Background: an optimization exercise with open tools, aiming at small area. Do not read the settings as production practice. Function was checked by simulation only, so behaviour that the tests miss may differ from the original. Power and IR drop assume default switching activity.

==> flow/design.v <==
module cic_filter #(
    parameter INPUT_WIDTH  = 5,
    parameter R            = 16,
    parameter N            = 15,
    parameter M            = 1,
    parameter INTERNAL_WIDTH = INPUT_WIDTH + N * $clog2(R*M)
)(
    input  wire                          clk,
    input  wire                          rst_n,
    input  wire                          in_valid,
    input  wire signed [INPUT_WIDTH-1:0] in_data,
    output reg                           out_valid,
    output wire signed [INTERNAL_WIDTH-1:0] out_data
);
    localparam W  = INTERNAL_WIDTH;    
    localparam NS = 3;                 
    localparam L  = N;                 
    localparam S0 = 22, S1 = 22, S2 = W - S0 - S1;
    function integer LO(input integer s);
        LO = (s == 0) ? 0 : (s == 1) ? S0 : S0 + S1;
    endfunction
    function integer SW(input integer s);
        SW = (s == 0) ? S0 : (s == 1) ? S1 : S2;
    endfunction
    genvar s, k;
    reg [NS-1:1] gd;          
    wire [NS-1:0] g = {gd, in_valid};
    reg [NS-1:1] gsign;       
    reg [3:0]    cnt;         
    wire ev0 = in_valid & (cnt == R-1);    
    reg [NS-1:1] ev;          
    always @(posedge clk or negedge rst_n) begin
        if (!rst_n) begin
            gd <= 0;
            gsign <= 0;
            ev <= 0;
            cnt <= 0;
        end else begin
            gd <= g[NS-2:0];
            gsign <= {gsign[NS-2:1], in_valid & in_data[INPUT_WIDTH-1]};
            ev <= {ev[NS-2:1], ev0};
            if (in_valid) cnt <= cnt + 1'b1;
        end
    end
    reg  [N*W-1:0]  integ;
    reg  [N*NS-1:0] icarry;    
    generate
        for (s = 0; s < NS; s = s + 1) begin : iseg
            for (k = 0; k < N; k = k + 1) begin : istage
                wire [SW(s)-1:0] addend;
                wire             cin;
                if (k == 0) begin : first
                    if (s == 0)
                        assign addend = {{(SW(0)-INPUT_WIDTH){in_data[INPUT_WIDTH-1]}}, in_data} & {SW(0){in_valid}};
                    else
                        assign addend = {SW(s){gsign[s]}};
                end else begin : rest
                    assign addend = integ[(k-1)*W+LO(s) +: SW(s)] & {SW(s){g[s]}};
                end
                if (s == 0) begin : c0
                    assign cin = 1'b0;
                end else begin : cn
                    assign cin = icarry[k*NS+s];
                end
                wire [SW(s):0] sum;
                cic_rca #(.WIDTH(SW(s))) add (.a(integ[k*W+LO(s) +: SW(s)]), .b(addend), .ci(cin), .s(sum));
                always @(posedge clk or negedge rst_n) begin
                    if (!rst_n) begin
                        integ[k*W+LO(s) +: SW(s)] <= 0;
                    end else begin
                        integ[k*W+LO(s) +: SW(s)] <= sum[SW(s)-1:0];
                    end
                end
                if (s < NS-1) begin : cout
                    always @(posedge clk or negedge rst_n) begin
                        if (!rst_n) icarry[k*NS+s+1] <= 1'b0;
                        else        icarry[k*NS+s+1] <= sum[SW(s)];
                    end
                end
            end
        end
    endgenerate
    reg [W-1:0] dlat;
    generate
        for (s = 0; s < NS; s = s + 1) begin : dseg
            wire le;
            if (s == 0) begin : l0
                assign le = ev0;
            end else begin : ln
                assign le = ev[s];
            end
            always @(posedge clk) begin
                if (le) dlat[LO(s) +: SW(s)] <= integ[(N-1)*W+LO(s) +: SW(s)];
            end
        end
    endgenerate
    reg [3:0] ph;         
    reg       dpend;      
    reg       busy;       
    reg       pdone;      
    reg [3:0] ocnt;       
    wire step0  = (ph == 0) & dpend;
    wire proc0  = (ph == 0) ? dpend : busy;
    wire last0  = (ph == L-1) & busy;
    wire pmask0 = ~pdone;
    always @(posedge clk or negedge rst_n) begin
        if (!rst_n) begin
            ph <= 0;
            dpend <= 0;
            busy <= 0;
            pdone <= 0;
            ocnt <= 0;
        end else begin
            ph <= (ph == L-1) ? 4'd0 : ph + 1'b1;
            if (ev0) dpend <= 1'b1;
            else if (ph == 0) dpend <= 1'b0;
            if (ph == 0) busy <= dpend;
            else if (ph == L-1) busy <= 1'b0;
            if (last0) pdone <= 1'b1;
            if (step0 && ocnt != L) ocnt <= ocnt + 1'b1;
        end
    end
    reg [NS-1:1] step_d, proc_d, last_d, pmask_d;
    always @(posedge clk or negedge rst_n) begin
        if (!rst_n) begin
            step_d <= 0; proc_d <= 0; last_d <= 0; pmask_d <= {(NS-1){1'b1}};
        end else begin
            step_d  <= {step_d[NS-2:1],  step0};
            proc_d  <= {proc_d[NS-2:1],  proc0};
            last_d  <= {last_d[NS-2:1],  last0};
            pmask_d <= {pmask_d[NS-2:1], pmask0};
        end
    end
    reg  [L*W-1:0] rp;    
    reg  [L*W-1:0] rq;    
    reg  [W-1:0] acc;           
    reg  [NS-1:1] ccarry;       
    wire [W-1:0] p_in, q_in;
    generate
        for (s = 0; s < NS; s = s + 1) begin : cseg
            wire st, pr, la, pm, cin;
            if (s == 0) begin : c0
                assign st = step0; assign pr = proc0; assign la = last0; assign pm = pmask0;
                assign cin = 1'b1;
            end else begin : cn
                assign st = step_d[s]; assign pr = proc_d[s]; assign la = last_d[s]; assign pm = pmask_d[s];
                assign cin = ccarry[s];
            end
            wire [SW(s)-1:0] src  = st ? dlat[LO(s) +: SW(s)] : acc[LO(s) +: SW(s)];
            wire [SW(s)-1:0] pnot = ~rp[LO(s) +: SW(s)] | {SW(s){pm}};
            wire [SW(s):0]   dif;
            cic_rca #(.WIDTH(SW(s))) sub (.a(src), .b(pnot), .ci(cin), .s(dif));
            assign p_in[LO(s) +: SW(s)] = pr ? src : rp[LO(s) +: SW(s)];
            assign q_in[LO(s) +: SW(s)] = la ? dif[SW(s)-1:0] :
                                          pr ? rq[W+LO(s) +: SW(s)] : rq[LO(s) +: SW(s)];
            always @(posedge clk) begin
                acc[LO(s) +: SW(s)] <= dif[SW(s)-1:0];
            end
            if (s < NS-1) begin : cout
                always @(posedge clk) ccarry[s+1] <= dif[SW(s)];
            end
        end
    endgenerate
    always @(posedge clk) begin
        rp <= {p_in, rp[L*W-1:W]};
        rq <= {q_in, rq[L*W-1:W]};
    end
    reg [S0-1:0] o0a, o0b;
    reg [S1-1:0] o1a;
    reg [NS-2:0] vpipe;    
    reg [NS-2:0] rpipe;    
    always @(posedge clk) begin
        o0a <= rq[S0-1:0];
        o0b <= o0a;
        o1a <= rq[S0 +: S1];
    end
    always @(posedge clk or negedge rst_n) begin
        if (!rst_n) begin
            vpipe <= 0; rpipe <= 0; out_valid <= 1'b0;
        end else begin
            vpipe <= {vpipe[NS-3:0], step0};
            rpipe <= {rpipe[NS-3:0], step0 & (ocnt == L)};
            out_valid <= vpipe[NS-3];
        end
    end
    wire real_r = rpipe[NS-2];
    assign out_data = {rq[S0+S1 +: S2], o1a, o0b} & {W{real_r}};
endmodule
module cic_rca #(
    parameter WIDTH = 8
)(
    input  wire [WIDTH-1:0] a,
    input  wire [WIDTH-1:0] b,
    input  wire             ci,
    output wire [WIDTH:0]   s
);
    wire [WIDTH:0] c;
    assign c[0] = ci;
    genvar i;
    generate
        for (i = 0; i < WIDTH; i = i + 1) begin : fa
            assign s[i]   = a[i] ^ b[i] ^ c[i];
            assign c[i+1] = (a[i] & b[i]) | (a[i] & c[i]) | (b[i] & c[i]);
        end
    endgenerate
    assign s[WIDTH] = c[WIDTH];
endmodule
==> flow/config.mk <==
export PLATFORM = sky130hd
export DESIGN_NAME = cic_filter
export DESIGN_NICKNAME = cic_filter
export VERILOG_FILES = /design/flow/design.v
export SDC_FILE = /design/flow/constraint.sdc
export NUM_CORES = 4
export LEC_CHECK = 0
export CAP_MARGIN = 20
export CORE_MARGIN = 2
export CORE_UTILIZATION = 60
export CTS_BUF_LIST = sky130_fd_sc_hd__clkbuf_8
export CTS_CLUSTER_SIZE = 32
export SLEW_MARGIN = 20
==> flow/constraint.sdc <==
create_clock -name core_clock -period 15.0 [get_ports {clk}]
set_input_delay 3.0000 -clock core_clock [delete_from_list [all_inputs] [get_ports {clk}]]
set_output_delay 3.0000 -clock core_clock [all_outputs]
set_load 0.01 [all_outputs]
run.sh (not shown) runs the stock make flow with config.mk's settings and CLKGATE_MAP_FILE= SYNTH_SCRIPT=/design/flow/synth_recipe.tcl, a recipe that flattens the netlist after the stock synthesis.
The first run went through all stages and came out clean.
Rerun with:
Settings changed: CORE_UTILIZATION 60 to 45, CTS_BUF_LIST sky130_fd_sc_hd__clkbuf_8 to not set, CTS_CLUSTER_SIZE 32 to not set.
The changed run produced a clean layout.
Final cell count rises by 5.2%.
Sequential power stays flat.
Critical path depth falls by 1.
Fmax came out lower by 8.1%.
Via count decreases by 1.1%.
Synthesized area stays the same.
Power increases by 3.5%.
Register-to-register slack degrades by 1.1 ns.

[re-timing with driven ports]
The flow's constraints put no driver on any port. The routed layouts listed below were extracted and timed again, unchanged, in two steps. Step 1 (the two cells are an assumption about what drives the block):
set clk [get_ports {clk}]
set_driving_cell -lib_cell sky130_fd_sc_hd__clkbuf_16 $clk
set_driving_cell -lib_cell sky130_fd_sc_hd__buf_2 [delete_from_list [all_inputs] $clk]
Step 2 moves the port delays by t, midway between the first and last clock arrival at a register: inputs arrive t later, outputs are due t later. That takes back most of the time a late clock gives input paths. Slacks: ideal / step 1 / step 2; pairs: ideal / step 1.
| run | t, ns | slack for setup (ns) | hold WS [ns] | worst setup path at the end | cell pins on the clock port's net |
|---|---|---|---|---|---|
| the first run | 1.086 | 2.900 / 2.900 / 1.926 | 0.247 / 0.247 / 0.247 | input to register | 1 |
| the second run | 0.962 | 1.840 / 1.840 / 1.840 | 0.268 / 0.268 / 0.268 | register to register | 1 |
After both steps setup and hold are still met in every run listed. For the first run, which loses most, drivers alone change the setup slack by 0.000 ns; drivers and shift together by -0.974 ns.
